Background: an optimization exercise with open tools, aiming at small area. Do not read the settings as production practice. At most, simulation tests tie the RTL to the original design; equivalence was not proved. No functional check of the RTL was part of run 1. Power figures rest on the tool's default switching activity, not on a simulated workload.

==> config.mk <==
export PLATFORM = sky130hd
export DESIGN_NAME = toslink_core
export DESIGN_NICKNAME = toslink_core
export VERILOG_FILES = /design/flow/design.v
export SDC_FILE = /design/flow/constraint.sdc
export NUM_CORES = 4
export LEC_CHECK = 0
export CAP_MARGIN = 20
export CORE_MARGIN = 2
export CORE_UTILIZATION = 65
export SLEW_MARGIN = 20
export BUFFER_PORTS_ARGS = -buffer_cell sky130_fd_sc_hd__buf_1
export CTS_ARGS = -sink_clustering_enable -repair_clock_nets -dont_use_dummy_load -buf_list sky130_fd_sc_hd__clkbuf_4 -sink_clustering_size 10 -sink_clustering_max_diameter 40
==> constraint.sdc <==
create_clock -name core_clock -period 10.0 [get_ports {clock}]
set_input_delay 2.0000 -clock core_clock [delete_from_list [all_inputs] [get_ports {clock}]]
set_output_delay 2.0000 -clock core_clock [all_outputs]
set_load 0.01 [all_outputs]
==> design.v <==
`timescale 1ns / 1ps
module clockrecovery (input  clk,
		      input  reset,
		      input  tos_in,
		      output tos_ce,
		      output tos_data);
   reg [3:0] ctr;
   wire      ctr_reset;
   always @(posedge clk)
     if (ctr_reset)
       ctr <= 4'd0;
     else
       ctr <= ctr + 1'b1;
   reg [2:0] shift_reg;
   reg [1:0] clean_reg;
   always @(posedge clk or posedge reset)
     if (reset) begin
	shift_reg <= 3'b000;
	clean_reg <= 2'b00;
     end else begin
	shift_reg <= { tos_in, shift_reg[2:1] };
	clean_reg <= { (shift_reg[2] & shift_reg[1]) | (shift_reg[2] & shift_reg[0]) |
		       (shift_reg[1] & shift_reg[0]), shift_reg[0] };
     end
   wire at_edge = ~clean_reg[0] & clean_reg[1];
   assign ctr_reset = reset | at_edge;
   reg data;
   reg dce;
   always @(posedge clk or posedge reset)
     if (reset)
       dce <= 1'b0;
     else
       dce <= ctr == 4'd8;
   always @(posedge clk)
     if (ctr == 4'd8)
       data <= clean_reg[0];
   assign tos_ce = dce;
   assign tos_data = data;
endmodule
`timescale 1ns / 1ps
module capture(input 		 clock,
	       input 		 reset,
	       input 		 tos_in,
	       input [31:0] 	 frames,
	       input 		 start,
	       output reg [31:0] frames_remaining,
	       output 		 done,
	       output reg 	 sync,
	       input [2:0] 	 cs_word_sel,
	       output [31:0] 	 cs_word,
	       output 		 cmd_en,
	       output [2:0] 	 cmd_instr,
	       output [5:0] 	 cmd_bl,
	       output [29:0] 	 cmd_byte_addr,
	       output 		 wr_en,
	       output [31:0] 	 wr_data,
	       output [15:0] 	 debug);
   assign done = frames_remaining == 0;
   wire       tos_ce;
   wire       tos_data;
   clockrecovery cdr(clock, reset, tos_in, tos_ce, tos_data);
   reg [7:0] 	syncword;
   always @(posedge clock or posedge reset) begin
      if (reset)
	syncword <= 0;
      else if (tos_ce)
	syncword <= { syncword[6:0], tos_data };
   end
   wire [7:0] sw = syncword[0] ? ~syncword : syncword;
   wire       sw_head = sw[7:4] == 4'b1110;
   wire       tos_bsync = sw_head && sw[3:1] == 3'b100;
   wire       tos_msync = sw_head && sw[3:1] == 3'b001;
   wire       tos_wsync = sw_head && sw[3:1] == 3'b010;
   wire       tos_sync = tos_bsync || tos_msync || tos_wsync;
   reg [29:0] word_lo;
   reg 	      parity;
   wire [31:0] word = { parity, 1'b0, word_lo };
   reg        word_complete;
   wire       prev_bm = syncword[0];
   reg 	      bm_bit;   
   reg [4:0]  bits;     
   wire        decoded_bit = prev_bm ^ tos_data;
   localparam STATE_IDLE          = 2'b00;
   localparam STATE_BEGIN_CAPTURE = 2'b01;
   localparam STATE_WAIT_WORD     = 2'b10;
   localparam STATE_WRITE_WORD    = 2'b11;
   reg [1:0]  state;
   reg [1:0]  next_state;
   always @(posedge clock or posedge reset) begin
      if (reset)
	state <= STATE_IDLE;
      else
	state <= next_state;
   end
   always @(*) begin
      next_state = state;
      case (state)
	STATE_IDLE:
	  if (start)
	    next_state = STATE_BEGIN_CAPTURE;
	STATE_BEGIN_CAPTURE:
	  next_state = STATE_WAIT_WORD;
	STATE_WAIT_WORD:
	  if (done)
	    next_state = STATE_IDLE;
	  else if (word_complete)
	    next_state = STATE_WRITE_WORD;
	STATE_WRITE_WORD:
	  next_state = STATE_WAIT_WORD;
      endcase
   end
   reg [29:2] address;
   always @(posedge clock or posedge reset) begin
      if (reset)
	frames_remaining <= 0;
      else if (next_state == STATE_BEGIN_CAPTURE)
	frames_remaining <= frames;
      else if (next_state == STATE_WRITE_WORD)
	frames_remaining <= frames_remaining - 1;
   end
   always @(posedge clock)
     if (next_state == STATE_BEGIN_CAPTURE)
       address <= 28'hfffffff;
     else if (next_state == STATE_WRITE_WORD)
       address <= address + 1'b1;
   genvar n;
   generate
      for (n = 0; n < 32; n = n + 1) begin : rev
	 assign wr_data[n] = word[31 - n];
      end
   endgenerate
   assign wr_en = state == STATE_WRITE_WORD;
   assign cmd_en = state == STATE_WRITE_WORD;
   assign cmd_instr = 3'b000;
   assign cmd_bl = 6'd0;
   assign cmd_byte_addr = { address, 2'b00 };
   reg [191:0] channel_status;
   reg [191:0] next_channel_status;
   assign debug[0] = word_complete;
   assign debug[1] = word[1];
   assign debug[2] = tos_bsync;
   assign debug[5:3] = cs_word_sel;
   assign debug[15:6] = 0;
   always @(posedge clock) begin
      if (word_complete)
	 next_channel_status <= { next_channel_status[190:0], word[1] };
      if (tos_bsync)
	channel_status <= next_channel_status;
   end
   genvar k;
   generate
      for (k = 0; k < 6; k = k + 1) begin : cs_sel
	 wire [31:0] w = channel_status[191 - 32 * k -: 32] &
			 {32{cs_word_sel == k}};
      end
   endgenerate
   assign cs_word = cs_sel[0].w | cs_sel[1].w | cs_sel[2].w |
		    cs_sel[3].w | cs_sel[4].w | cs_sel[5].w;
   always @(posedge clock or posedge reset) begin
      if (reset) begin
	 sync <= 1'b0;
	 word_complete <= 1'b0;
      end else begin
	 word_complete <= 1'b0;
	 if (tos_ce) begin
	    if (tos_sync)
	      sync <= 1'b1;
	    else if (sync && bm_bit && bits == 5'b11111) begin
	       word_complete <= 1'b1;
	       sync <= 1'b0;
	    end
	 end
      end
   end
   always @(posedge clock) begin
      if (tos_ce) begin
	 if (tos_sync) begin
	    bm_bit <= 1'b1;
	    parity <= 1'b0;
	    word_lo[1:0] <= { tos_msync, tos_wsync };
	    bits <= 5'd4;
	 end else if (sync) begin
	    bm_bit <= ~bm_bit;
	    if (bm_bit) begin
	       parity <= parity ^ decoded_bit;
	       word_lo <= { word_lo[28:0], decoded_bit };
	       bits <= bits + 1'b1;
	    end
	 end
      end
   end
endmodule  
`timescale 1ns / 1ps
module command(input             clock,
	       input 		 reset,
	       output [31:0] 	 capture_frames,
	       output reg 	 capture_start,
	       input [31:0] 	 capture_frames_remaining,
	       input 		 capture_done,
	       input 		 capture_sync,
	       output reg [2:0]  cs_word_sel,
	       input [31:0] 	 cs_word,
	       output reg [31:0] tx,
	       output reg 	 tx_en,
	       input 		 tx_ce,
	       input [31:0] 	 rx,
	       output reg 	 rx_en,
	       input 		 rx_ce,
               output 		 cmd_en,
               output [2:0] 	 cmd_instr,
               output [5:0] 	 cmd_bl,
               output [29:0] 	 cmd_byte_addr,
               output reg 	 wr_en,
               output [31:0] 	 wr_data,
               input 		 wr_full,
               output 		 rd_en,
               input [31:0] 	 rd_data,
               input 		 rd_empty);
   localparam STATE_IDLE             = 4'b0000;
   localparam STATE_CMD              = 4'b0001;
   localparam STATE_ARGS             = 4'b0010;
   localparam STATE_READ             = 4'b0011;
   localparam STATE_READ_BURST       = 4'b0100;
   localparam STATE_READ_BURST_WAIT  = 4'b0101;
   localparam STATE_WRITE            = 4'b0110;
   localparam STATE_WRITE_BURST      = 4'b0111;
   localparam STATE_CAPTURE          = 4'b1000;
   localparam STATE_STATUS           = 4'b1001;
   localparam STATE_STATUS_2         = 4'b1010;
   localparam STATE_STATUS_3         = 4'b1011;
   localparam STATE_CHSTATUS         = 4'b1100;
   localparam STATE_CHSTATUS_2       = 4'b1101;
   localparam STATE_CHSTATUS_3       = 4'b1110;
   wire       rx_small = rx[31:3] == 29'd0;
   wire       is_nop      = rx_small && rx[2:0] == 3'd0;
   wire       is_read     = rx_small && rx[2:0] == 3'd1;
   wire       is_write    = rx_small && rx[2:0] == 3'd2;
   wire       is_capture  = rx_small && rx[2:0] == 3'd3;
   wire       is_status   = rx_small && rx[2:0] == 3'd4;
   wire       is_chstatus = rx_small && rx[2:0] == 3'd5;
   reg [1:0]  kind;
   reg [1:0]  argndx;
   reg [29:2] args0;   
   reg [31:0] args1;   
   reg [3:0]  state;
   reg [3:0]  next_state;
   reg [5:0]  bl;
   reg [5:0]  cnt;
   wire       burst_done = cnt == bl;
   wire       args_done = argndx[1] | (argndx[0] & kind == 2'b11);
   always @(posedge clock or posedge reset) begin
      if (reset)
	state <= STATE_IDLE;
      else
	state <= next_state;
   end
   always @(*) begin
      next_state = state;
      case (state)
	STATE_IDLE:
	  if (rx_ce)
	    next_state = STATE_CMD;
	STATE_CMD:
	  if (is_status)
	    next_state = STATE_STATUS;
	  else if (is_chstatus)
	    next_state = STATE_CHSTATUS;
	  else if (is_read || is_write || is_capture)
	    next_state = STATE_ARGS;
	  else
	    next_state = STATE_IDLE;
	STATE_ARGS:
	  if (args_done) begin
	     case (kind)
	       2'b01:
		 next_state = STATE_READ;
	       2'b10:
		 next_state = STATE_WRITE;
	       default:
		 next_state = STATE_CAPTURE;
	     endcase
	  end
	STATE_READ:
	  next_state = STATE_READ_BURST;
	STATE_READ_BURST:
	  if (tx_en)
	    next_state = STATE_READ_BURST_WAIT;
	STATE_READ_BURST_WAIT:
	  if (burst_done) begin
	     if (args1 == 0)
	       next_state = STATE_IDLE;
	     else
	       next_state = STATE_READ;
	  end else begin
	     next_state = STATE_READ_BURST;
	  end
	STATE_WRITE:
	  next_state = STATE_WRITE_BURST;
	STATE_WRITE_BURST:
	  if (burst_done) begin
	     if (args1 == 0)
	       next_state = STATE_IDLE;
	     else
	       next_state = STATE_WRITE;
	  end
	STATE_STATUS:
	  if (tx_en)
	    next_state = STATE_STATUS_2;
	STATE_STATUS_2:
	  next_state = STATE_STATUS_3;
	STATE_STATUS_3:
	  if (tx_en)
	    next_state = STATE_IDLE;
	STATE_CHSTATUS:
	  next_state = STATE_CHSTATUS_2;
	STATE_CHSTATUS_2:
	  if (tx_en)
	    next_state = STATE_CHSTATUS_3;
	STATE_CHSTATUS_3:
	  if (cs_word_sel == 3'd6)
	    next_state = STATE_IDLE;
	  else
	    next_state = STATE_CHSTATUS_2;
	default:
	  next_state = STATE_IDLE;
      endcase  
   end
   wire       gt32 = (|args1[31:6]) | (args1[5] & (|args1[4:0]));
   wire [5:0] to_do = gt32 ? 6'd32 : args1[5:0];
   wire [31:0] args1_left = gt32 ? { args1[31:5] - 1'b1, args1[4:0] } : 32'd0;
   assign cmd_en = state == STATE_READ ||
		   (state == STATE_WRITE_BURST && burst_done && bl != 6'd63);
   assign cmd_instr = { 2'b00, state == STATE_READ };
   assign cmd_bl = bl;
   assign cmd_byte_addr = { args0[29:2], 2'b00 };
   assign rd_en = state == STATE_READ_BURST && tx_en;
   assign wr_data = rx;
   assign capture_frames = rx;
   wire       advance = state == STATE_READ ||
			(state == STATE_WRITE_BURST && burst_done);
   always @(posedge clock)
     if (advance)
       args0[29:7] <= args0[29:7] + 1'b1;
     else if (next_state == STATE_ARGS && rx_ce && !argndx[0])
       args0 <= rx[29:2];
   wire        ld_read = next_state == STATE_READ_BURST && !rd_empty;
   wire        ld_status = next_state == STATE_STATUS;
   wire        ld_frames = next_state == STATE_STATUS_3;
   wire        ld_cs = next_state == STATE_CHSTATUS_2;
   wire        tx_load = tx_ce && (ld_read || ld_status || ld_frames || ld_cs);
   wire [31:0] tx_next = (rd_data & {32{ld_read}}) |
			 (capture_frames_remaining & {32{ld_frames}}) |
			 ({ 30'b0, capture_done, capture_sync } & {32{ld_status}}) |
			 (cs_word & {32{ld_cs}});
   always @(posedge clock) begin
      case (next_state)
	STATE_CMD:
	  begin
	     kind <= { is_write | is_capture, is_read | is_capture };
	     argndx <= 2'd0;
	  end
	STATE_ARGS:
	  if (rx_ce) begin
	     if (argndx[0])
	       args1 <= rx;
	     argndx <= argndx + 1'b1;
	  end
	STATE_READ, STATE_WRITE:
	  begin
	     args1 <= args1_left;
	     bl <= to_do - 1'b1;
	     cnt <= 6'd63;
	  end
	STATE_READ_BURST:
	  if (!rd_empty && tx_ce)
	    cnt <= cnt + 1'b1;
	STATE_WRITE_BURST:
	  if (!wr_full && rx_ce)
	    cnt <= cnt + 1'b1;
      endcase
      if (tx_load)
	tx <= tx_next;
   end
   always @(posedge clock or posedge reset) begin
      if (reset) begin
	 capture_start <= 1'b0;
	 tx_en <= 1'b0;
	 rx_en <= 1'b0;
	 wr_en <= 1'b0;
	 cs_word_sel <= 3'd0;
      end else begin
	 tx_en <= 1'b0;
	 rx_en <= 1'b0;
	 wr_en <= 1'b0;
	 capture_start <= 1'b0;
	 case (next_state)
	   STATE_IDLE:
	     rx_en <= 1'b1;
	   STATE_CMD:
	     rx_en <= is_read | is_write | is_capture;
	   STATE_ARGS:
	     rx_en <= !rx_ce || !(argndx[0] || kind == 2'b11);
	   STATE_READ_BURST:
	     tx_en <= !rd_empty && tx_ce;
	   STATE_WRITE:
	     rx_en <= !wr_full;
	   STATE_WRITE_BURST:
	     begin
		wr_en <= !wr_full && rx_ce;
		rx_en <= !wr_full;
	     end
	   STATE_CAPTURE:
	     capture_start <= capture_done;
	   STATE_STATUS, STATE_STATUS_3:
	     tx_en <= tx_ce;
	   STATE_CHSTATUS:
	     cs_word_sel <= 3'd0;
	   STATE_CHSTATUS_2:
	     if (tx_ce) begin
		tx_en <= 1'b1;
		cs_word_sel <= cs_word_sel + 1'b1;
	     end
	 endcase  
      end
   end
endmodule  
`timescale 1ns / 1ps
module ftdififo(input             clock,
		input 		  reset,
		input [7:0] 	  usb_data_in,
		output [7:0] 	  usb_data_out,
		output 		  usb_data_oe,
		input 		  usb_rxf,
		input 		  usb_txe,
		output 		  usb_rd,
		output 		  usb_wr,
		output 		  usb_siwua,
		input [31:0] 	  tx,
		input 		  tx_en,
		output reg 	  tx_ce,
		output reg [31:0] rx,
		input 		  rx_en,
		output 		  rx_ce);
   assign usb_siwua = 0;
   reg [1:0] 		      tx_bytes;
   reg [1:0] 		      rx_bytes;
   localparam STATE_IDLE    = 4'b0000;
   localparam STATE_READ    = 4'b0001;  
   localparam STATE_READ_1  = 4'b0010;  
   localparam STATE_READ_2  = 4'b0011;  
   localparam STATE_READ_3  = 4'b0100;  
   localparam STATE_READ_4  = 4'b0101;  
   localparam STATE_WRITE   = 4'b1000;  
   localparam STATE_WRITE_1 = 4'b1001;  
   localparam STATE_WRITE_2 = 4'b1010;  
   localparam STATE_WRITE_3 = 4'b1011;  
   reg [3:0] 		      state;
   reg [3:0] 		      next_state;
   reg [1:0] 		      txebuf;
   reg [1:0] 		      rxfbuf;
   always @(posedge clock or posedge reset) begin
      if (reset) begin
	 txebuf <= 2'b11;
	 rxfbuf <= 2'b11;
      end else begin
	 txebuf <= { txebuf[0] | usb_txe, usb_txe };
	 rxfbuf <= { rxfbuf[0] | usb_rxf, usb_rxf };
      end
   end
   wire txe = txebuf[1];
   wire rxf = rxfbuf[1];
   always @(posedge clock or posedge reset) begin
      if (reset)
	state <= STATE_IDLE;
      else
	state <= next_state;
   end
   always @(*) begin
      next_state = state;
      case (state)
	STATE_IDLE:
	  if (rx_en && !rxf)
	    next_state = STATE_READ;
	  else if (!tx_ce && !txe)
	    next_state = STATE_WRITE;
	STATE_READ:
	  next_state = STATE_READ_1;
	STATE_READ_1:
	  next_state = STATE_READ_2;
	STATE_READ_2:
	  next_state = STATE_READ_3;
	STATE_READ_3:
	  next_state = STATE_READ_4;
	STATE_READ_4:
	  next_state = STATE_IDLE;
	STATE_WRITE:
	  next_state = STATE_WRITE_1;
	STATE_WRITE_1:
	  next_state = STATE_WRITE_2;
	STATE_WRITE_2:
	  next_state = STATE_WRITE_3;
	STATE_WRITE_3:
	  next_state = STATE_IDLE;
      endcase  
   end
   assign usb_rd = !(state == STATE_READ || state == STATE_READ_1 ||
		     state == STATE_READ_2);
   assign usb_wr = !(state == STATE_WRITE_1 || state == STATE_WRITE_2 ||
		     state == STATE_WRITE_3);
   assign usb_data_oe = state == STATE_WRITE || state == STATE_WRITE_1;
   assign rx_ce = state == STATE_READ_3 && rx_bytes == 2'd0;
   assign usb_data_out = tx_bytes[1] ? (tx_bytes[0] ? tx[7:0] : tx[15:8])
                                     : (tx_bytes[0] ? tx[23:16] : tx[31:24]);
   always @(posedge clock)
     if (state == STATE_READ_1)
       rx <= { rx[23:0], usb_data_in };
   always @(posedge clock or posedge reset) begin
      if (reset) begin
	 tx_ce <= 1'b1;
	 rx_bytes <= 2'b0;
	 tx_bytes <= 2'b0;
      end else begin
	 if (next_state == STATE_IDLE && tx_ce && tx_en)
	   tx_ce <= 1'b0;
	 if (state == STATE_READ_2)
	   rx_bytes <= rx_bytes + 1'b1;
	 if (state == STATE_WRITE_2) begin
	    if (tx_bytes == 3)
	      tx_ce <= 1'b1;
	    tx_bytes <= tx_bytes + 1'b1;
	 end
      end
   end
endmodule  
`timescale 1ns / 1ps
module toslink_core(
    input 	  clock,
    input 	  reset,
    input 	  tos_in,
    input [7:0]   usb_data_in,
    output [7:0]  usb_data_out,
    output 	  usb_data_oe,
    input 	  usb_rxf,
    input 	  usb_txe,
    output 	  usb_rd,
    output 	  usb_wr,
    output 	  usb_siwua,
    output 	  port0_cmd_en,
    output [2:0]  port0_cmd_instr,
    output [5:0]  port0_cmd_bl,
    output [29:0] port0_cmd_byte_addr,
    output 	  port0_wr_en,
    output [31:0] port0_wr_data,
    input 	  port0_wr_full,
    output 	  port0_rd_en,
    input [31:0]  port0_rd_data,
    input 	  port0_rd_empty,
    output 	  port1_cmd_en,
    output [2:0]  port1_cmd_instr,
    output [5:0]  port1_cmd_bl,
    output [29:0] port1_cmd_byte_addr,
    output 	  port1_wr_en,
    output [31:0] port1_wr_data,
    output 	  done_led,
    output 	  sync_led,
    output [15:0] debug);
   wire [31:0] fifo_tx;
   wire        fifo_tx_en;
   wire        fifo_tx_ce;
   wire [31:0] fifo_rx;
   wire        fifo_rx_en;
   wire        fifo_rx_ce;
   wire [31:0] capture_frames;
   wire [31:0] capture_frames_remaining;
   wire        capture_start;
   wire        capture_done;
   wire        capture_sync;
   wire [2:0]  cs_word_sel;
   wire [31:0] cs_word;
   assign done_led = capture_done;
   assign sync_led = capture_sync;
   command command(.clock(clock),
                   .reset(reset),
		   .capture_frames(capture_frames),
		   .capture_start(capture_start),
		   .capture_done(capture_done),
		   .capture_frames_remaining(capture_frames_remaining),
		   .capture_sync(capture_sync),
		   .cs_word_sel(cs_word_sel),
		   .cs_word(cs_word),
                   .rx(fifo_rx),
                   .rx_en(fifo_rx_en),
                   .rx_ce(fifo_rx_ce),
                   .tx(fifo_tx),
                   .tx_en(fifo_tx_en),
                   .tx_ce(fifo_tx_ce),
                   .cmd_en(port0_cmd_en),
                   .cmd_instr(port0_cmd_instr),
                   .cmd_bl(port0_cmd_bl),
                   .cmd_byte_addr(port0_cmd_byte_addr),
                   .wr_en(port0_wr_en),
                   .wr_data(port0_wr_data),
                   .wr_full(port0_wr_full),
                   .rd_en(port0_rd_en),
                   .rd_data(port0_rd_data),
                   .rd_empty(port0_rd_empty));
   ftdififo fifo(.clock(clock),
                 .reset(reset),
                 .usb_data_in(usb_data_in),
                 .usb_data_out(usb_data_out),
                 .usb_data_oe(usb_data_oe),
                 .usb_rxf(usb_rxf),
                 .usb_txe(usb_txe),
                 .usb_rd(usb_rd),
                 .usb_wr(usb_wr),
                 .usb_siwua(usb_siwua),
                 .tx(fifo_tx),
                 .tx_en(fifo_tx_en),
                 .tx_ce(fifo_tx_ce),
                 .rx(fifo_rx),
                 .rx_en(fifo_rx_en),
                 .rx_ce(fifo_rx_ce));
   capture capture(.clock(clock),
		   .reset(reset),
		   .tos_in(tos_in),
		   .frames(capture_frames),
		   .start(capture_start),
		   .frames_remaining(capture_frames_remaining),
		   .done(capture_done),
		   .sync(capture_sync),
		   .cs_word_sel(cs_word_sel),
		   .cs_word(cs_word),
                   .cmd_en(port1_cmd_en),
                   .cmd_instr(port1_cmd_instr),
                   .cmd_bl(port1_cmd_bl),
                   .cmd_byte_addr(port1_cmd_byte_addr),
                   .wr_en(port1_wr_en),
                   .wr_data(port1_wr_data),
		   .debug(debug));
endmodule
==> flow/run.sh <==
#!/bin/bash
# The standard layout, with three changes:
#  - ABC maps the combinational logic for area (dc2, then six rounds of dch and &nf with delay relaxed) instead of speed; the
#    rest of the synthesis is synth_recipe.tcl's (same flip-flops and names);
#  - buf_1 port buffers;
#  - a clock tree of clkbuf_4 without dummy loads.
# make's output goes to standard.log; each tool's to the ORFS logs.
set -e
here=$PWD
cat > my_synth.tcl <<EOS
proc abc {args} {
  set i [lsearch \$args -script]
  set args [lreplace \$args \$i [expr {\$i+1}] -script $here/flow/abc_area.script]
  yosys abc {*}\$args
}
EOS
cat synth_recipe.tcl >> my_synth.tcl
cat >> config.mk <<'EOC'
export BUFFER_PORTS_ARGS = -buffer_cell sky130_fd_sc_hd__buf_1
export CTS_ARGS = -sink_clustering_enable -repair_clock_nets -dont_use_dummy_load -buf_list sky130_fd_sc_hd__clkbuf_4 -sink_clustering_size 10 -sink_clustering_max_diameter 40
EOC
bash standard.sh SYNTH_SCRIPT=$here/my_synth.tcl finish > standard.log 2>&1
==> flow/abc_area.script <==
strash
ifraig
dc2
strash
&get -n
&st
&dch -f
&nf -R 1000 -p -C 32
&put
strash
&get -n
&st
&dch -f
&nf -R 1000 -p -C 32
&put
strash
&get -n
&st
&dch -f
&nf -R 1000 -p -C 32
&put
strash
&get -n
&st
&dch -f
&nf -R 1000 -p -C 32
&put
strash
&get -n
&st
&dch -f
&nf -R 1000 -p -C 32
&put
strash
&get -n
&st
&dch -f
&nf -R 1000 -p -C 32
&put
topo
==> standard.sh <==
#!/bin/bash
# synth_recipe.tcl (not shown) runs the flow's synth.tcl, then flattens the netlist and writes it again
# the make line also repeats each setting of config.mk as NAME=value (left out here)
make -C /OpenROAD-flow-scripts/flow DESIGN_CONFIG=/design/flow/config.mk WORK_HOME=/design/flow/orfs CLKGATE_MAP_FILE= SYNTH_SCRIPT=/design/flow/synth_recipe.tcl "${@:-finish}"
==> out/metrics.yaml, run 1 <==
global_route:
  grt_pass1_wl_um: 87000
  first_global_vias: 14800
  grt_max_degree: 80
  antenna_found_initial: 1
  track_usage: 0.282
  grt-ovfl-total: 0
layout:
  final_common_cell: "edfxtp_1"
  syn_to_final_growth_pct: 8.46
  fillerInstances: 2556
  most-common-layout-cells: "562 x edfxtp_1, 196 x buf_1, 173 x nand2_1"
  fin_area_mm2: 0.0276
  layout.nets: 2004
  reg.largest.list: "capture.channel_status (192), capture.next_channel_status (192)"
  layout-drive-gt1-share: 0.0724
power_and_ir_drop:
  p_per_area_mw_per_mm2: 172
  p_clk_frac: 0.254
  p_int_uw: 3600
  power.leakage_uw: 0.00832
  power.switching_uw: 1150
  seqPwrFrac: 0.683
  power_frac_comb: 0.063
  vdd_ir_drop_max_v: 0.000150
  p_sw_frac: 0.242
clocking:
  root_buffer: "clkbuf_4"
  clkLatencyLatePin_ns: 0.78
  h-tree-depth: 3
  cts_inserted_buffers: 86
  post_cts_buffers: 0
  cts_tree: "yes"
  cts_hold_buf: 0
  clkTransAtPathRegs_ns: 0.10
  cts_max_path_buffers: 3
  post_cts_resized: 0
  cts_sinks: 668
place:
  gp_congestion: 0.876
  dpl_cell_area_mm2: 0.0270
  port_buffers: 196
  hpwl_um: 37800
detailed_routing:
  routedWlPerCell_um: 23.3
  drc: 0
  dr.pass1.iters: 7
  drt-total-wl_um: 57100
  via_per_inst: 6.28
  via_count: 15400
  drtIter0Drc: 1425
  final_antenna_net_count: 0
synth:
  syn_avg_cell_area_um2: 15.6
  synth-edff-count: 562
  seq_area_frac_synth: 0.761
  syn_area_mm2: 0.0255
  synthCells: 1632
  synthArstFlopShare: 0.111
  yosys_warnings: 4
  ys_ff_latch: 668
  synth_cell_types: 57
  ys.flop_type: "edfxtp_1"
setup_path:
  cp-startpoint: "command.args1[10]"
  critPathSlowestCell: "or2_1"
  worstPathMaxFanout: 36
  crit_top_cell: "nor2_1"
  cp_cell_sequence: "or4_1 > or2_0 > nor2_1 > nand3_1 > nor2_1 > nand2_1 > nor3_1 > nor4b_1 > o221ai_1 > nor4_1 > nand2_1 > nand3_1 > nor2_1 > a31oi_2 > buf_4 > or2_1 > and2_0"
  start_kind: "flop"
  critPathRequiredTime_ns: 10.42
  r2r_start: "command.args1[10]"
  cp-end-kind: "flop"
  crit_type: "reg2reg"
  crit_arrival_ns: 6.30
  critPathMaxStageDelay_ns: 0.64
sta:
  grt_setup_unrepaired: "false"
  max_freq_mhz: 170
  min_period_ns: 5.88
  final.setup.tns_ns: 0
  skew_ns: 0.0896
  worst_pin_slew_ns: 1.07
  slew_headroom: 0.282
  post-route-period-util: 0.588
  drv_slew: 0
  hold_viol_final: 0
  setup_viol: 0
flow_run:
  drv_cap: 0
floorplan:
  core_area_mm2: 0.0386
  die_area_mm2: 0.0408
  die_y_um: 202
  start_util: 0.659
  ios: 224
  rows: 72
  dieWidth_um: 202
status:
  outcome: "finished clean"
worst_hold_path:
  min-delay-start: "capture.cdr.shift_reg[2]"
  min_path_type: "reg2reg"
-- worst max-delay path: cells and delay by family (launching register included) --
kind                   cells  cell delay (ns)
DFF                        1             0.46
AOI/OAI and AO/OA          2             0.37
and+or+nand+nor           14             4.28
buffers and inverters      1             0.37
-- stage by stage --
stage | hold WS (ns) | power (uW) | setup slack [ns] | instances | util
after floorplan | 0.356 | 3420 | 1.58 | 1658 | -
after global placement | 0.368 | 3590 | 4.06 | 2366 | 0.698
after detailed placement | 0.377 | 3600 | 3.89 | 2366 | 0.698
after CTS | 0.364 | 4790 | 3.84 | 2452 | 0.714
after global routing | 0.394 | 4940 | 3.66 | 2453 | 0.715
final | 0.371 | 4750 | 4.12 | 2453 | 0.715
-- per-layer routing --
layer | up-vias | global-route usage | wire length [um]
met3 | 88 | 0.0572 | 4460
met5 | - | 0 | 0
met4 | 0 | 0.101 | 1420
li1 | 6983 | - | -
met2 | 657 | 0.441 | 27500
met1 | 7686 | 0.402 | 23700
-- layout make-up --
| type | count | area [um^2] | area share |
|---|---|---|---|
| tap | 518 | 648 | 0.0235 |
| timing repair buffer | 222 | 931 | 0.0337 |
| clock buffer | 86 | 646 | 0.0234 |
| sequential | 668 | 19400 | 0.702 |
| antenna | 1 | 2.50 | 0.0000906 |
| multi-input combinational | 931 | 5910 | 0.214 |
| inverter | 27 | 103 | 0.00372 |
-- final timing paths --
| check | to | slack, ns | depth (start not counted) |
|---|---|---|---|
| hold / removal | capture.cdr.shift_reg[1] | 0.37 | 0 |
| setup / recovery | command.args1[3] | 4.12 | 17 |
| setup reg to reg | command.args1[3] | 4.12 | 17 |
| max in group asynchronous | command.state[1] | 7.78 | 3 |
| min in group asynchronous | capture.syncword[5] | 1.47 | 3 |
| hold reg to reg | capture.cdr.shift_reg[1] | 0.37 | 0 |
-- power groups by stage --
stage / clock (uW) / combinational [uW] / sequential (uW)
6_report: 1210 / 301 / 3240
3_3_place_gp: 0 / 289 / 3300
5_1_grt: 1350 / 330 / 3250
3_5_place_dp: 0 / 300 / 3300
2_1_floorplan: 0 / 183 / 3240
4_1_cts: 1240 / 301 / 3240
-- kinds of logic after synthesis --
family / after synthesis / share of synthesized area
other: 1 / 0.000147
DFF: 668 / 0.761
buffers and inverters: 59 / 0.0134
muxes: 18 / 0.0115
AOI/OAI and AO/OA: 340 / 0.0926
adders and majority gates: 22 / 0.0107
xor gates and xnor gates: 76 / 0.0261
and+or+nand+nor: 448 / 0.0845
-- Yosys cell counts (all sizes together) (4+ instances only) --
| cell type | instances | area (um^2) |
|---|---|---|
| dfrtp | 69 | 1730 |
| o211ai | 5 | 37.5 |
| a222oi | 34 | 340 |
| nor3 | 33 | 165 |
| o221ai | 5 | 43.8 |
| buf | 32 | 240 |
| or3 | 9 | 56.3 |
| nand2b | 15 | 93.8 |
| a21oi | 41 | 205 |
| o21ai | 98 | 490 |
| nor2b | 10 | 62.6 |
| mux2 | 10 | 113 |
| a22oi | 47 | 353 |
| and3 | 16 | 100 |
| or2 | 11 | 68.8 |
| mux4 | 8 | 180 |
| clkinv | 27 | 101 |
| xor2 | 31 | 272 |
| and4 | 4 | 35.0 |
| nand2 | 173 | 649 |
| dfxtp | 32 | 641 |
| ha | 21 | 263 |
| o31ai | 13 | 97.6 |
| or4 | 9 | 67.6 |
| nand3 | 35 | 175 |
| and2 | 11 | 68.8 |
| a221o | 35 | 350 |
| a22o | 4 | 35.0 |
| nor2 | 72 | 270 |
| xnor2 | 45 | 394 |
| edfxtp | 562 | 16900 |
| nor4 | 21 | 131 |
| nand4 | 17 | 106 |
| dfstp | 5 | 131 |
| a31oi | 38 | 238 |
==> run 2: changes to the inputs <==
--- a/design.v
+++ b/design.v
@@ -72,9 +72,7 @@
    wire       tos_msync = sw_head && sw[3:1] == 3'b001;
    wire       tos_wsync = sw_head && sw[3:1] == 3'b010;
    wire       tos_sync = tos_bsync || tos_msync || tos_wsync;
-   reg [29:0] word_lo;
-   reg 	      parity;
-   wire [31:0] word = { parity, 1'b0, word_lo };
+   reg [31:0] word;
    reg        word_complete;
    wire       prev_bm = syncword[0];
    reg 	      bm_bit;   
@@ -176,14 +174,13 @@
       if (tos_ce) begin
 	 if (tos_sync) begin
 	    bm_bit <= 1'b1;
-	    parity <= 1'b0;
-	    word_lo[1:0] <= { tos_msync, tos_wsync };
+	    word[31] <= 1'b0;
+	    word[2:0] <= { 1'b0, tos_msync, tos_wsync };
 	    bits <= 5'd4;
 	 end else if (sync) begin
 	    bm_bit <= ~bm_bit;
 	    if (bm_bit) begin
-	       parity <= parity ^ decoded_bit;
-	       word_lo <= { word_lo[28:0], decoded_bit };
+	       word <= { word[31] ^ decoded_bit, word[29:0], decoded_bit };
 	       bits <= bits + 1'b1;
 	    end
 	 end
==> run 2 against run 1 <==
Worst hold slack gained 0.018 ns; sequential power shrank 2%; flip-flop and latch count grew 1; clock skew grew 0.023 ns; count of clock-buffer cells in the layout shrank 2; non-clock buffer count shrank 1; die area shrank 0.25%; wire length shrank 2.5%; via count shrank 0.51%; core utilization shrank 0.19 points; critical endpoint is now command.args1[4]; largest cell class unchanged.
==> out/metrics.yaml, run 2 <==
synth:
  seq_area_frac_synth: 0.764
  syn_area_mm2: 0.0254
  synth_top_cell_area_share: 0.666
  synth-edff-count: 563
  synthCells: 1615
  yosys_warnings: 4
  synth_most_common_cell: "edfxtp_1"
  synthArstFlopShare: 0.111
  yosys-top-cells-count: "563 x edfxtp_1, 174 x nand2_1, 85 x o21ai_0, 69 x dfrtp_1, 65 x nor2_1"
  ys.flop_type: "edfxtp_1"
  synth_top_area_cell: "edfxtp_1"
  synth_cell_types: 58
  yosys-top-cells-area: "edfxtp_1 67%, dfrtp_1 6.8%, nand2_1 2.6%, dfxtp_1 2.5%, o21ai_0 1.7%"
  syn_avg_cell_area_um2: 15.7
  ys_ff_latch: 669
clocking:
  cts_inserted_buffers: 84
  post_cts_resized: 0
  h-tree-depth: 3
  clkLatencyLatePin_ns: 0.85
  cts_sinks: 669
  post_cts_buffers: 0
  cts_hold_buf: 0
  root_buffer: "clkbuf_4"
  clkTransAtPathRegs_ns: 0.11
  cts_tree: "yes"
  cts_max_path_buffers: 3
setup_path:
  critPathSlowestCell: "or2_1"
  cp-end-kind: "flop"
  cp.buffers_inverters: 1
  critPathMaxStageDelay_ns: 0.70
  crit_top_cell: "or3_1"
  cp-startpoint: "command.args1[10]"
  critPathRequiredTime_ns: 10.45
  cp_cell_sequence: "or3_1 > or4_1 > or3_1 > or3_1 > or2_0 > nor3_1 > a311oi_1 > a2111o_1 > or2_0 > nand2_1 > nor2_1 > a31oi_2 > buf_4 > or2_1 > and2_0"
  worstPathMaxFanout: 35
  r2r_start: "command.args1[10]"
  critPathTopFamily: "simple AND/OR/NAND/NOR gates"
  crit_type: "reg2reg"
  start_kind: "flop"
  crit_arrival_ns: 6.40
floorplan:
  ios: 224
  die_y_um: 202
  die_area_mm2: 0.0407
  dieWidth_um: 202
  start_util: 0.657
  core_area_mm2: 0.0386
  rows: 72
global_route:
  first_global_vias: 14700
  grt_max_degree: 120
  track_usage: 0.275
  antenna_found_initial: 1
  grt-ovfl-total: 0
  grt_pass1_wl_um: 84800
worst_hold_path:
  min_path_type: "reg2reg"
  min-delay-start: "capture.next_channel_status[68]"
sta:
  worst_pin_slew_ns: 0.998
  fin_ws_ns: 4.04
  drv_slew: 0
  final.setup.tns_ns: 0
  slew_headroom: 0.332
  hold_viol_final: 0
  post-route-period-util: 0.596
  setup_viol: 0
  max_freq_mhz: 168
  min_period_ns: 5.96
  skew_ns: 0.112
  grt_setup_unrepaired: "false"
layout:
  layout.nets: 1985
  most-common-layout-cells: "563 x edfxtp_1, 197 x buf_1, 173 x nand2_1"
  postLayoutCoreUtil: 0.713
  layout-drive-gt1-share: 0.0710
  fin_area_mm2: 0.0275
  syn_to_final_growth_pct: 8.44
  final_common_cell: "edfxtp_1"
  reg.largest.list: "capture.channel_status (192), capture.next_channel_status (192)"
place:
  port_buffers: 197
  dp_slack_ns: 4.17
  gp_congestion: 0.879
  hpwl_um: 36300
  dpl_cell_area_mm2: 0.0269
detailed_routing:
  final_antenna_net_count: 0
  via_count: 15300
  drt-total-wl_um: 55600
  drc: 0
  routedWlPerCell_um: 22.9
  via_per_inst: 6.30
  drtIter0Drc: 1702
  dr.pass1.iters: 8
power_and_ir_drop:
  p_sw_frac: 0.234
  power.switching_uw: 1090
  p_int_uw: 3550
  p_per_area_mw_per_mm2: 168
  seqPwrFrac: 0.685
  p_clk_frac: 0.260
  power.leakage_uw: 0.00821
  vdd_ir_drop_max_v: 0.000137
  power_frac_comb: 0.055
status:
  outcome: "finished clean"
flow_run:
  drv_cap: 0
[run 2: changes by cell type after synthesis, sizes merged, moves of 5 or more]
cell,previous run,this run
o21ai,98,85
a22oi,47,40
nor2,72,65
o211ai,5,11
xnor2,45,39
nor4,21,16
or4,9,4
[run 2: power by group through the flow]
| stage | logic (uW) | registers (uW) | clock network (uW) |
|---|---|---|---|
| 2_1_floorplan | 160 | 3200 | 0 |
| 3_3_place_gp | 244 | 3230 | 0 |
| 3_5_place_dp | 254 | 3240 | 0 |
| 4_1_cts | 255 | 3170 | 1240 |
| 5_1_grt | 279 | 3180 | 1340 |
| 6_report | 255 | 3170 | 1210 |
[run 2: logic make-up after synthesis]
group / after synthesis / synth area share
flip-flops: 669 / 0.764
AND/OR/NAND/NOR: 442 / 0.0834
AO/OA/AOI/OAI: 329 / 0.0915
XOR/XNOR: 73 / 0.0252
buffers and inverters: 61 / 0.0134
adder cells (fa/ha/maj): 22 / 0.0107
multiplexers: 18 / 0.0115
other: 1 / 0.000148
[run 2: stage by stage]
step	hold WS [ns]	power, uW	cells
floorplan	0.356	3360	1640
detailed placement	0.369	3490	2349
global placement	0.363	3480	2349
finish	0.389	4640	2434
CTS	0.374	4670	2433
global route	0.415	4800	2434
[run 2: final timing paths]
path	end	depth (start not counted)	slack, ns
worst max-delay path	command.args1[4]	15	4.04
worst max register to register	command.args1[4]	15	4.04
worst min-delay path	capture.channel_status[68]	0	0.39
min in group asynchronous	capture.syncword[6]	2	1.19
worst min register to register	capture.channel_status[68]	0	0.39
max in group asynchronous	capture.frames_remaining[2]	3	7.74
[run 2: metal layers]
metal	wire length, um	GRT usage	up-vias
met5	0	0	-
met4	1680	0.106	0
met3	4280	0.0476	104
met2	26200	0.427	711
met1	23500	0.399	7607
li1	-	-	6914
[run 2: layout make-up]
class / count / area [um^2]
antenna: 1 / 2.50
fill: 2603 / 11100
clock buffer: 84 / 631
tap: 518 / 648
timing repair buffer: 221 / 932
inverter: 31 / 118
sequential: 669 / 19400
multi-input combinational: 910 / 5800
==> run 3: changes to the inputs <==
--- a/config.mk
+++ b/config.mk
@@ -7,7 +7,7 @@
 export LEC_CHECK = 0
 export CAP_MARGIN = 20
 export CORE_MARGIN = 2
-export CORE_UTILIZATION = 65
+export CORE_UTILIZATION = 70
 export SLEW_MARGIN = 20
 export BUFFER_PORTS_ARGS = -buffer_cell sky130_fd_sc_hd__buf_1
 export CTS_ARGS = -sink_clustering_enable -repair_clock_nets -dont_use_dummy_load -buf_list sky130_fd_sc_hd__clkbuf_4 -sink_clustering_size 10 -sink_clustering_max_diameter 40
==> run 3 against run 2 <==
Still clean; register-to-register slack gained 0.06 ns; worst setup slack gained 0.064 ns; first-iteration DRC count shrank 12%; core utilization grew 5.7 points; non-clock buffer count shrank 1; combinational power is essentially flat; count of clock-buffer cells in the layout shrank 3; power shrank 0.62%; clock power is essentially flat; final cell count shrank 2.5%; fmax grew 1.1%; die area shrank 7.0%; highest routed layer unchanged.
==> out/metrics.yaml, run 3 <==
place:
  port_buffers: 197
  dp_cells: 2291
  hpwl_um: 37200
  gp_congestion: 0.923
layout:
  reg.largest.list: "capture.channel_status (192), capture.next_channel_status (192)"
  layout.cells.non_filler: 2374
  layout.nets: 1981
  final_common_cell: "edfxtp_1"
  syn_to_final_growth_pct: 8.05
  postLayoutCoreUtil: 0.770
  most-common-layout-cells: "563 x edfxtp_1, 197 x buf_1, 173 x nand2_1"
  fillerInstances: 2183
  layout-drive-gt1-share: 0.0701
floorplan:
  rows: 69
  die_y_um: 194
  ios: 224
  dieWidth_um: 194
  start_util: 0.712
  core_area_mm2: 0.0357
  die_area_mm2: 0.0378
sta:
  worst_pin_slew_ns: 1.06
  grt_setup_unrepaired: "false"
  min_period_ns: 5.89
  holdWs_ns: 0.395
  skew_ns: 0.0763
  final.setup.tns_ns: 0
  setup_viol: 0
  hold_viol_final: 0
  slew_headroom: 0.294
  post-route-period-util: 0.589
  drv_slew: 0
  max_freq_mhz: 170
detailed_routing:
  wl_met3_um: 5170
  final_antenna_net_count: 0
  route.met2.wl_um: 26800
  dr.pass1.iters: 7
  via_count: 15400
  drc: 0
  top_layer: "met4"
  drt-total-wl_um: 56100
  drt-met1-wl_um: 22000
  routedWlPerCell_um: 23.6
  drtIter0Drc: 1495
  via_per_inst: 6.49
setup_path:
  crit_arrival_ns: 6.34
  cp-startpoint: "command.args1[10]"
  cp-end-kind: "flop"
  crit_type: "reg2reg"
  critPathRequiredTime_ns: 10.45
  start_kind: "flop"
  r2r_start: "command.args1[10]"
  worstPathMaxFanout: 35
synth:
  yosys-top-cells-area: "edfxtp_1 67%, dfrtp_1 6.8%, nand2_1 2.6%, dfxtp_1 2.5%, o21ai_0 1.7%"
  syn_avg_cell_area_um2: 15.7
  synth_top_cell_area_share: 0.666
  synthArstFlopShare: 0.111
  synthCells: 1615
  ys_ff_latch: 669
  synth-edff-count: 563
  yosys-top-cells-count: "563 x edfxtp_1, 174 x nand2_1, 85 x o21ai_0, 69 x dfrtp_1, 65 x nor2_1"
  syn_area_mm2: 0.0254
  synth_top_area_cell: "edfxtp_1"
  yosys_warnings: 4
  ys.flop_type: "edfxtp_1"
  seq_area_frac_synth: 0.764
  synth_most_common_cell: "edfxtp_1"
  synth_cell_types: 58
global_route:
  grt-ovfl-total: 0
  grt_pass1_wl_um: 85600
  grt_max_degree: 83
  track_usage: 0.301
  antenna_found_initial: 3
  first_global_vias: 15000
flow_run:
  drv_cap: 0
power_and_ir_drop:
  power.leakage_uw: 0.00819
  total_power_uw: 4610
  p_per_area_mw_per_mm2: 168
  vdd_ir_drop_max_v: 0.000131
clocking:
  h-tree-depth: 3
  clkTransAtPathRegs_ns: 0.11
  post_cts_buffers: 0
  cts_hold_buf: 0
  post_cts_resized: 0
  root_buffer: "clkbuf_4"
  cts_tree: "yes"
  cts_sinks: 669
  cts_max_path_buffers: 3
  cts_inserted_buffers: 81
  clkLatencyLatePin_ns: 0.80
worst_hold_path:
  min_path_type: "reg2reg"
  min-delay-start: "capture.cdr.shift_reg[1]"
status:
  outcome: "finished clean"
run 3: cell types whose count changed in the layout (fill, tap and decap cells not counted), sizes merged:
cell	change
clkbuf	-3
diode	+1
buf	-1
run 3: per-stage QoR:
stage	cell area, um^2	worst slack (ns)
final	27400	4.11
after global routing	27400	3.70
after CTS	27400	4.14
after detailed placement	26800	4.14
after global placement	26800	4.02
after floorplan	25500	1.92
run 3: cell type report:
cell class                      instances  area, um^2  share of cell area
Antenna cell                            2        5.00            0.000182
Timing Repair Buffer                  220         916              0.0334
Clock buffer                           81         608              0.0222
Tap cell                              461         577              0.0210
Inverter                               31         118             0.00429
Multi-Input combinational cell        910        5810               0.212
Sequential cell                       669       19400               0.707
run 3: cell families after synthesis:
logic type,share of synthesized area
flops,0.764
mux,0.0115
xor+xnor,0.0252
other cells,0.000148
compound gates,0.0915
fa+ha+maj,0.0107
simple gates,0.0834
buf+inv,0.0134
run 3: final timing paths:
path | cells past startpoint | slack, ns | endpoint
max | 16 | 4.11 | command.args1[0]
min | 0 | 0.39 | capture.cdr.shift_reg[0]
max reg2reg | 16 | 4.11 | command.args1[0]
min reg2reg | 0 | 0.39 | capture.cdr.shift_reg[0]
max in group asynchronous | 3 | 7.73 | capture.word_complete
min in group asynchronous | 2 | 1.12 | fifo.state[3]
run 3: critical path, stage by stage (launching register included):
cell	delay (ns)
edfxtp_1	0.45
or3_1	0.45
or4_1	0.46
or3_1	0.36
or3_1	0.35
or2_0	0.27
nor3_1	0.48
a311oi_1	0.21
a2111o_1	0.33
or2_0	0.35
nand2_1	0.15
nor2_1	0.06
a31oi_2	0.14
buf_4	0.36
or2_0	0.61
buf_6	0.24
and2_0	0.30
run 3: report_power, final:
| part | internal [uW] | switching [uW] | total, uW | leakage [uW] |
|---|---|---|---|---|
| Combinational | 97.6 | 154 | 252 | 0.00261 |
| Sequential | 3060 | 109 | 3170 | 0.00521 |
| Clock | 373 | 809 | 1180 | 0.000373 |
| Total | 3540 | 1070 | 4610 | 0.00819 |
run 3: layer usage:
metal / GRT usage / vias up
met2: 0.471 / 802
met5: 0 / -
met1: 0.422 / 7552
met3: 0.0567 / 137
li1: - / 6906
met4: 0.130 / 0
==> run 4: changes to the inputs <==
--- a/flow/run.sh
+++ b/flow/run.sh
@@ -17,6 +17,6 @@
 cat synth_recipe.tcl >> my_synth.tcl
 cat >> config.mk <<'EOC'
 export BUFFER_PORTS_ARGS = -buffer_cell sky130_fd_sc_hd__buf_1
-export CTS_ARGS = -sink_clustering_enable -repair_clock_nets -dont_use_dummy_load -buf_list sky130_fd_sc_hd__clkbuf_4 -sink_clustering_size 10 -sink_clustering_max_diameter 40
+export CTS_ARGS = -sink_clustering_enable -repair_clock_nets -dont_use_dummy_load -buf_list sky130_fd_sc_hd__clkbuf_4 -sink_clustering_size 11 -sink_clustering_max_diameter 40
 EOC
 bash standard.sh SYNTH_SCRIPT=$here/my_synth.tcl finish > standard.log 2>&1
==> config.mk (replaced) <==
export PLATFORM = sky130hd
export DESIGN_NAME = toslink_core
export DESIGN_NICKNAME = toslink_core
export VERILOG_FILES = /design/flow/design.v
export SDC_FILE = /design/flow/constraint.sdc
export NUM_CORES = 4
export LEC_CHECK = 0
export CAP_MARGIN = 20
export CORE_MARGIN = 2
export CORE_UTILIZATION = 65
export SLEW_MARGIN = 20
export BUFFER_PORTS_ARGS = -buffer_cell sky130_fd_sc_hd__buf_1
export CTS_ARGS = -sink_clustering_enable -repair_clock_nets -dont_use_dummy_load -buf_list sky130_fd_sc_hd__clkbuf_4 -sink_clustering_size 11 -sink_clustering_max_diameter 40
==> run 4 against run 3 <==
Power about the same; flip-flop and latch count unchanged; critical path depth decreased by 1.
==> out/metrics.yaml, run 4 <==
power_and_ir_drop:
  p_per_area_mw_per_mm2: 167
  vdd_ir_drop_max_v: 0.000114
  total_power_uw: 4600
  power.leakage_uw: 0.00819
sta:
  final.setup.tns_ns: 0
  drv_slew: 0
  skew_ns: 0.0980
  setup_viol: 0
  min_period_ns: 5.94
  grt_setup_unrepaired: "false"
  max_freq_mhz: 168
  post-route-period-util: 0.594
  worst_pin_slew_ns: 1.00
  slew_headroom: 0.329
  hold_viol_final: 0
detailed_routing:
  via_per_inst: 6.27
  wl_met3_um: 4570
  route.met2.wl_um: 25800
  dr.pass1.iters: 7
  routedWlPerCell_um: 22.8
  top_layer: "met4"
  via_count: 15200
  drt-met1-wl_um: 23100
  drtIter0Drc: 1652
  drt-total-wl_um: 55300
  final_antenna_net_count: 0
  drc: 0
synth:
  ys_ff_latch: 669
  yosys_warnings: 4
  synth_top_area_cell: "edfxtp_1"
  syn_avg_cell_area_um2: 15.7
  yosys-top-cells-area: "edfxtp_1 67%, dfrtp_1 6.8%, nand2_1 2.6%, dfxtp_1 2.5%, o21ai_0 1.7%"
  synth_most_common_cell: "edfxtp_1"
  syn_area_mm2: 0.0254
  synthCells: 1615
  yosys-top-cells-count: "563 x edfxtp_1, 174 x nand2_1, 85 x o21ai_0, 69 x dfrtp_1, 65 x nor2_1"
  ys.flop_type: "edfxtp_1"
  synth_top_cell_area_share: 0.666
  synth-edff-count: 563
  synthArstFlopShare: 0.111
  seq_area_frac_synth: 0.764
  synth_cell_types: 58
clocking:
  clkTransAtPathRegs_ns: 0.11
  h-tree-depth: 3
  cts_hold_buf: 0
  post_cts_buffers: 0
  cts_inserted_buffers: 80
  post_cts_resized: 0
  cts_sinks: 669
  cts_tree: "yes"
  cts_max_path_buffers: 3
  clkLatencyLatePin_ns: 0.83
  root_buffer: "clkbuf_4"
place:
  port_buffers: 197
  hpwl_um: 36300
  dpl_cell_area_mm2: 0.0269
  gp_congestion: 0.879
worst_hold_path:
  min-delay-start: "capture.cdr.shift_reg[1]"
  min_path_type: "reg2reg"
floorplan:
  start_util: 0.657
  rows: 72
  core_area_mm2: 0.0386
  ios: 224
  die_y_um: 202
  dieWidth_um: 202
  die_area_mm2: 0.0407
global_route:
  grt_pass1_wl_um: 84500
  track_usage: 0.274
  grt-ovfl-total: 0
  first_global_vias: 14600
  antenna_found_initial: 1
  grt_max_degree: 120
setup_path:
  cp-end-kind: "flop"
  critPathRequiredTime_ns: 10.45
  worstPathMaxFanout: 35
  r2r_start: "command.args1[10]"
  crit_type: "reg2reg"
  cp-startpoint: "command.args1[10]"
  crit_arrival_ns: 6.38
  r2r_slack_ns: 4.06
  start_kind: "flop"
layout:
  layout-drive-gt1-share: 0.0691
  fillerInstances: 2611
  final_common_cell: "edfxtp_1"
  most-common-layout-cells: "563 x edfxtp_1, 197 x buf_1, 173 x nand2_1"
  reg.largest.list: "capture.channel_status (192), capture.next_channel_status (192)"
  layout.nets: 1981
  syn_to_final_growth_pct: 8.33
  fin_area_mm2: 0.0275
flow_run:
  drv_cap: 0
status:
  outcome: "finished clean"
-- run 4: cell counts after synthesis --
Identical to the previous run, type by type.
-- run 4: routing by layer --
| metal | vias to the layer above | track usage |
|---|---|---|
| met5 | - | 0 |
| met3 | 123 | 0.0436 |
| li1 | 6905 | - |
| met2 | 715 | 0.423 |
| met1 | 7502 | 0.400 |
| met4 | 0 | 0.111 |
-- run 4: worst paths after layout --
| path | cells past startpoint | endpoint |
|---|---|---|
| max in group asynchronous | 3 | capture.frames_remaining[2] |
| hold / removal | 0 | capture.cdr.shift_reg[0] |
| setup / recovery | 15 | command.args1[0] |
| hold reg to reg | 0 | capture.cdr.shift_reg[0] |
| setup reg to reg | 15 | command.args1[0] |
| min in group asynchronous | 2 | capture.syncword[6] |
-- run 4: worst max-delay path, stage by stage, from the launching register on --
cell and delay, ns:
edfxtp_1 0.45, or3_1 0.45, or4_1 0.45, or3_1 0.36, or3_1 0.36, or2_0 0.28, nor3_1 0.49, a311oi_1 0.22
a2111o_1 0.33, or2_0 0.36, nand2_1 0.14, nor2_1 0.06, a31oi_2 0.14, buf_4 0.37, or2_1 0.69, and2_0 0.39
-- run 4: stage by stage --
step | cells | hold WS [ns] | setup WS [ns] | utilization
2_1_floorplan | 1640 | 0.356 | 1.92 | -
3_3_place_gp | 2349 | 0.363 | 3.98 | 0.696
5_1_grt | 2430 | 0.416 | 3.59 | 0.712
4_1_cts | 2429 | 0.392 | 4.07 | 0.712
3_5_place_dp | 2349 | 0.369 | 4.17 | 0.696
6_report | 2430 | 0.389 | 4.06 | 0.712
-- run 4: area by class of cell --
| cell class | instances | area [um^2] | share of cell area |
|---|---|---|---|
| Antenna cell | 1 | 2.50 | 0.0000910 |
| Clock buffer | 80 | 601 | 0.0218 |
| Inverter | 31 | 118 | 0.00427 |
| Multi-Input combinational cell | 910 | 5800 | 0.211 |
| Sequential cell | 669 | 19400 | 0.705 |
| Tap cell | 518 | 648 | 0.0236 |
| Timing Repair Buffer | 221 | 932 | 0.0339 |
-- run 4: cell families after synthesis --
kind of cell | after synthesis | synth area share
other | 1 | 0.000148
and+or+nand+nor | 442 | 0.0834
AOI/OAI and AO/OA | 329 | 0.0915
muxes | 18 | 0.0115
adders and majority gates | 22 | 0.0107
DFF | 669 | 0.764
buffers and inverters | 61 | 0.0134
xor gates and xnor gates | 73 | 0.0252
-- run 4: power by group --
group | internal [uW] | switching, uW
clock network | 369 | 805
logic | 97.7 | 157
registers | 3060 | 110
total | 3530 | 1070
==> run 5: changes to the inputs <==
--- a/design.v
+++ b/design.v
@@ -237,7 +237,7 @@
    wire       is_chstatus = rx_small && rx[2:0] == 3'd5;
    reg [1:0]  kind;
    reg [1:0]  argndx;
-   reg [29:2] args0;   
+   reg [31:0] args0;   
    reg [31:0] args1;   
    reg [3:0]  state;
    reg [3:0]  next_state;
@@ -332,14 +332,14 @@
    assign cmd_byte_addr = { args0[29:2], 2'b00 };
    assign rd_en = state == STATE_READ_BURST && tx_en;
    assign wr_data = rx;
-   assign capture_frames = rx;
+   assign capture_frames = args0;
    wire       advance = state == STATE_READ ||
 			(state == STATE_WRITE_BURST && burst_done);
    always @(posedge clock)
      if (advance)
        args0[29:7] <= args0[29:7] + 1'b1;
      else if (next_state == STATE_ARGS && rx_ce && !argndx[0])
-       args0 <= rx[29:2];
+       args0 <= rx;
    wire        ld_read = next_state == STATE_READ_BURST && !rd_empty;
    wire        ld_status = next_state == STATE_STATUS;
    wire        ld_frames = next_state == STATE_STATUS_3;
==> flow/run.sh (replaced) <==
#!/bin/bash
# The standard layout, with three changes:
#  - ABC maps the combinational logic for area (dc2, then dch and amap -m twelve times) instead of speed; the
#    rest of the synthesis is synth_recipe.tcl's (same flip-flops and names);
#  - buf_1 port buffers;
#  - a clock tree of clkbuf_4 without dummy loads.
# make's output goes to standard.log; each tool's to the ORFS logs.
set -e
here=$PWD
cat > my_synth.tcl <<EOS
proc abc {args} {
  set i [lsearch \$args -script]
  set args [lreplace \$args \$i [expr {\$i+1}] -script $here/flow/abc_area.script]
  yosys abc {*}\$args
}
EOS
cat synth_recipe.tcl >> my_synth.tcl
cat >> config.mk <<'EOC'
export BUFFER_PORTS_ARGS = -buffer_cell sky130_fd_sc_hd__buf_1
export CTS_ARGS = -sink_clustering_enable -repair_clock_nets -dont_use_dummy_load -buf_list {sky130_fd_sc_hd__clkbuf_2 sky130_fd_sc_hd__clkbuf_4} -sink_clustering_size 8 -sink_clustering_max_diameter 35
EOC
bash standard.sh SYNTH_SCRIPT=$here/my_synth.tcl finish > standard.log 2>&1
==> flow/abc_area.script (replaced) <==
strash
ifraig
dc2
dch -f
amap -m
strash
dch -f
amap -m
strash
dch -f
amap -m
strash
dch -f
amap -m
strash
dch -f
amap -m
strash
dch -f
amap -m
strash
dch -f
amap -m
strash
dch -f
amap -m
strash
dch -f
amap -m
strash
dch -f
amap -m
strash
dch -f
amap -m
strash
dch -f
amap -m
topo
--- a/config.mk
+++ b/config.mk
@@ -10,4 +10,4 @@
 export CORE_UTILIZATION = 65
 export SLEW_MARGIN = 20
 export BUFFER_PORTS_ARGS = -buffer_cell sky130_fd_sc_hd__buf_1
-export CTS_ARGS = -sink_clustering_enable -repair_clock_nets -dont_use_dummy_load -buf_list sky130_fd_sc_hd__clkbuf_4 -sink_clustering_size 11 -sink_clustering_max_diameter 40
+export CTS_ARGS = -sink_clustering_enable -repair_clock_nets -dont_use_dummy_load -buf_list {sky130_fd_sc_hd__clkbuf_2 sky130_fd_sc_hd__clkbuf_4} -sink_clustering_size 8 -sink_clustering_max_diameter 35
==> run 5 against run 4 <==
Register-to-register slack worse by 0.62 ns; first-iteration DRC count down 2.4%; core utilization down 0.38 points; flip-flop and latch count up 4.
==> out/metrics.yaml, run 5 <==
sta:
  slew_headroom: 0.264
  drv_slew: 0
  setup_viol: 0
  skew_ns: 0.0948
  post-route-period-util: 0.656
  grt_setup_unrepaired: "false"
  worst_pin_slew_ns: 1.10
  final.setup.tns_ns: 0
  max_freq_mhz: 152
  min_period_ns: 6.56
  hold_viol_final: 0
worst_hold_path:
  min_path_type: "reg2reg"
  hold_path_depth: 0
  min-delay-start: "capture.next_channel_status[168]"
  min_to: "capture.next_channel_status[169]"
clocking:
  cts_tree: "yes"
  cts_inserted_buffers: 104
  post_cts_buffers: 0
  cts_sinks: 673
  clkTransAtPathRegs_ns: 0.08
  cts_hold_buf: 0
  root_buffer: "clkbuf_4"
  h-tree-depth: 3
  cts_max_path_buffers: 3
  clkLatencyLatePin_ns: 0.83
  post_cts_resized: 0
detailed_routing:
  final_antenna_net_count: 0
  dr.pass1.iters: 7
  drt-met1-wl_um: 24600
  routedWlPerCell_um: 22.3
  top_layer: "met4"
  drtIter0Drc: 1612
  drt-total-wl_um: 58700
  via_count: 16300
  via_per_inst: 6.19
  route.met2.wl_um: 27800
  wl_met3_um: 5030
  drc: 0
synth:
  yosys-top-cells-count: "567 x edfxtp_1, 160 x clkinv_1, 136 x nor2_1, 126 x nand2_1, 108 x o21ai_0"
  synth_top_area_cell: "edfxtp_1"
  synth-edff-count: 567
  synthArstFlopShare: 0.110
  ys.flop_type: "edfxtp_1"
  ys_ff_latch: 673
  yosys_warnings: 4
  seq_area_frac_synth: 0.754
  synth_cell_types: 50
  syn_avg_cell_area_um2: 14.3
  syn_area_mm2: 0.0259
  synth_most_common_cell: "edfxtp_1"
  synthCells: 1813
  yosys-top-cells-area: "edfxtp_1 66%, dfrtp_1 6.7%, dfxtp_1 2.5%, clkinv_1 2.3%, o21ai_0 2.1%"
  synth_top_cell_area_share: 0.658
setup_path:
  cp_cell_sequence: "or4_1 > or2_0 > or3_1 > or2_0 > or3_1 > nor3_1 > and3_1 > nor3_1 > a21oi_1 > o2111ai_1 > clkinv_1 > nand3_1 > o21a_1 > nor2_2 > buf_4 > clkinv_1 > nor2_1 > clkinv_1 > o21ai_0"
  crit_arrival_ns: 7.14
  r2r_slack_ns: 3.44
  cp-end-kind: "flop"
  rr_worst_depth: 19
  worstPathMaxFanout: 32
  timing.rr.end: "command.args1[6]"
  critPathSlowestCell: "clkinv_1"
  crit_top_cell: "clkinv_1"
  critPathMaxStageDelay_ns: 0.61
  critPathRequiredTime_ns: 10.58
  critPathTopFamily: "simple AND/OR/NAND/NOR gates"
  cp.buffers_inverters: 4
  crit_type: "reg2reg"
  start_kind: "flop"
  r2r_start: "command.args1[20]"
power_and_ir_drop:
  vdd_ir_drop_max_v: 0.000122
  power.leakage_uw: 0.00828
  total_power_uw: 4740
  p_per_area_mw_per_mm2: 169
layout:
  fillerInstances: 2772
  reg.largest.list: "capture.channel_status (192), capture.next_channel_status (192)"
  layout-drive-gt1-share: 0.0722
  final_common_cell: "edfxtp_1"
  layout.nets: 2175
  most-common-layout-cells: "567 x edfxtp_1, 197 x buf_1, 158 x clkinv_1"
  syn_to_final_growth_pct: 8.20
global_route:
  antenna_found_initial: 1
  track_usage: 0.287
  first_global_vias: 15600
  grt_max_degree: 80
  grt-ovfl-total: 0
  grt_pass1_wl_um: 88600
floorplan:
  die_area_mm2: 0.0414
  core_area_mm2: 0.0395
  start_util: 0.654
  rows: 73
  ios: 224
  dieWidth_um: 204
  die_y_um: 204
place:
  hpwl_um: 38800
  port_buffers: 197
  gp_congestion: 0.886
flow_run:
  drv_cap: 0
status:
  outcome: "finished clean"
-- run 5: final cells by class --
type / instances / area, um^2 / area share
Antenna cell: 1 / 2.50 / 0.0000894
Clock buffer: 104 / 781 / 0.0279
Inverter: 160 / 602 / 0.0215
Multi-Input combinational cell: 946 / 5490 / 0.196
Sequential cell: 673 / 19500 / 0.697
Tap cell: 525 / 657 / 0.0235
Timing Repair Buffer: 222 / 947 / 0.0338
-- run 5: worst max-delay path by stage --
stage,from,depth (start not counted),end,slack [ns]
final,command.args1[20],19,command.args1[6],3.44
after global routing,command.args1[20],19,command.args1[6],2.98
after CTS,command.args1[20],17,command.args1[6],3.54
after detailed placement,command.args1[20],17,command.args1[6],3.60
after global placement,command.args1[20],17,command.args1[6],3.37
after floorplan,capture.syncword[0],5,debug[2],0.43
-- run 5: cell families (layout without fill, tap and decap cells) --
group           count (synthesis)  count (layout)  share of synthesized area
compound gates                467             467                      0.119
fa+ha+maj                      21              21                     0.0102
buf+inv                       219             486                     0.0402
flops                         673             673                      0.754
other cells                     1              27                   0.000145
simple gates                  432             432                     0.0758
-- run 5: layer usage --
| metal | vias to the layer above | global-route usage |
|---|---|---|
| met1 | 7990 | 0.412 |
| met5 | - | 0 |
| met2 | 716 | 0.441 |
| met3 | 93 | 0.0658 |
| li1 | 7477 | - |
| met4 | 0 | 0.0938 |
-- run 5: power breakdown --
part / total [uW] / leakage, uW / switching, uW / internal [uW]
combinational: 273 / 0.00251 / 187 / 85.7
sequential: 3140 / 0.00528 / 71.6 / 3070
clock: 1330 / 0.000478 / 854 / 475
total: 4740 / 0.00828 / 1110 / 3630
-- run 5: metrics by stage --
| step | worst slack, ns | cells | cell area [um^2] | hold slack (ns) | util |
|---|---|---|---|---|---|
| 3_5_place_dp | 3.60 | 2525 | 27200 | 0.377 | 0.688 |
| 6_report | 3.44 | 2631 | 28000 | 0.395 | 0.708 |
| 2_1_floorplan | 0.426 | 1838 | 26000 | 0.348 | - |
| 3_3_place_gp | 3.37 | 2525 | 27200 | 0.359 | 0.687 |
| 4_1_cts | 3.54 | 2629 | 28000 | 0.374 | 0.707 |
| 5_1_grt | 2.98 | 2631 | 28000 | 0.404 | 0.708 |
-- run 5: worst reg2reg max path: stages (launching register included) --
cell and delay, ns:
edfxtp_1 0.47, or4_1 0.57, or2_0 0.25, or3_1 0.37, or2_0 0.25, or3_1 0.41
nor3_1 0.48, and3_1 0.29, nor3_1 0.09, a21oi_1 0.12, o2111ai_1 0.31, clkinv_1 0.24
nand3_1 0.17, o21a_1 0.20, nor2_2 0.07, buf_4 0.34, clkinv_1 0.46, nor2_1 0.27
clkinv_1 0.61, o21ai_0 0.41

==> port drivers added, routing unchanged <==
The flow's constraints put no driver on any port. The routed layouts listed below were extracted and timed again, unchanged, in two steps.
Step 1 assumes that a clkbuf_16 drives the clock port and a buf_2 every other input.
Step 2 also shifts input and output timing later by t, the mid clock arrival at the registers, as if the neighbouring blocks saw the same clock.
a / b / c = ideal / step 1 / step 2; a / b = the first two.
| run | shift t [ns] | slack for setup (ns) | slew at the worst register clock pin (ns) | worst slew at a driven data input, ns |
|---|---|---|---|---|
| run 1 | 0.795 | 4.119 / 4.119 / 4.119 | 0.11 / 0.11 | 0.06 |
| run 2 | 0.840 | 4.044 / 4.044 / 4.044 | 0.12 / 0.12 | 0.05 |
| run 3 | 0.822 | 4.109 / 4.109 / 4.109 | 0.12 / 0.12 | 0.09 |
| run 4 | 0.830 | 4.065 / 4.065 / 4.065 | 0.12 / 0.12 | 0.05 |
| run 5 | 0.841 | 3.440 / 3.440 / 3.440 | 0.10 / 0.10 | 0.05 |
After both steps setup and hold are still met in every run listed.
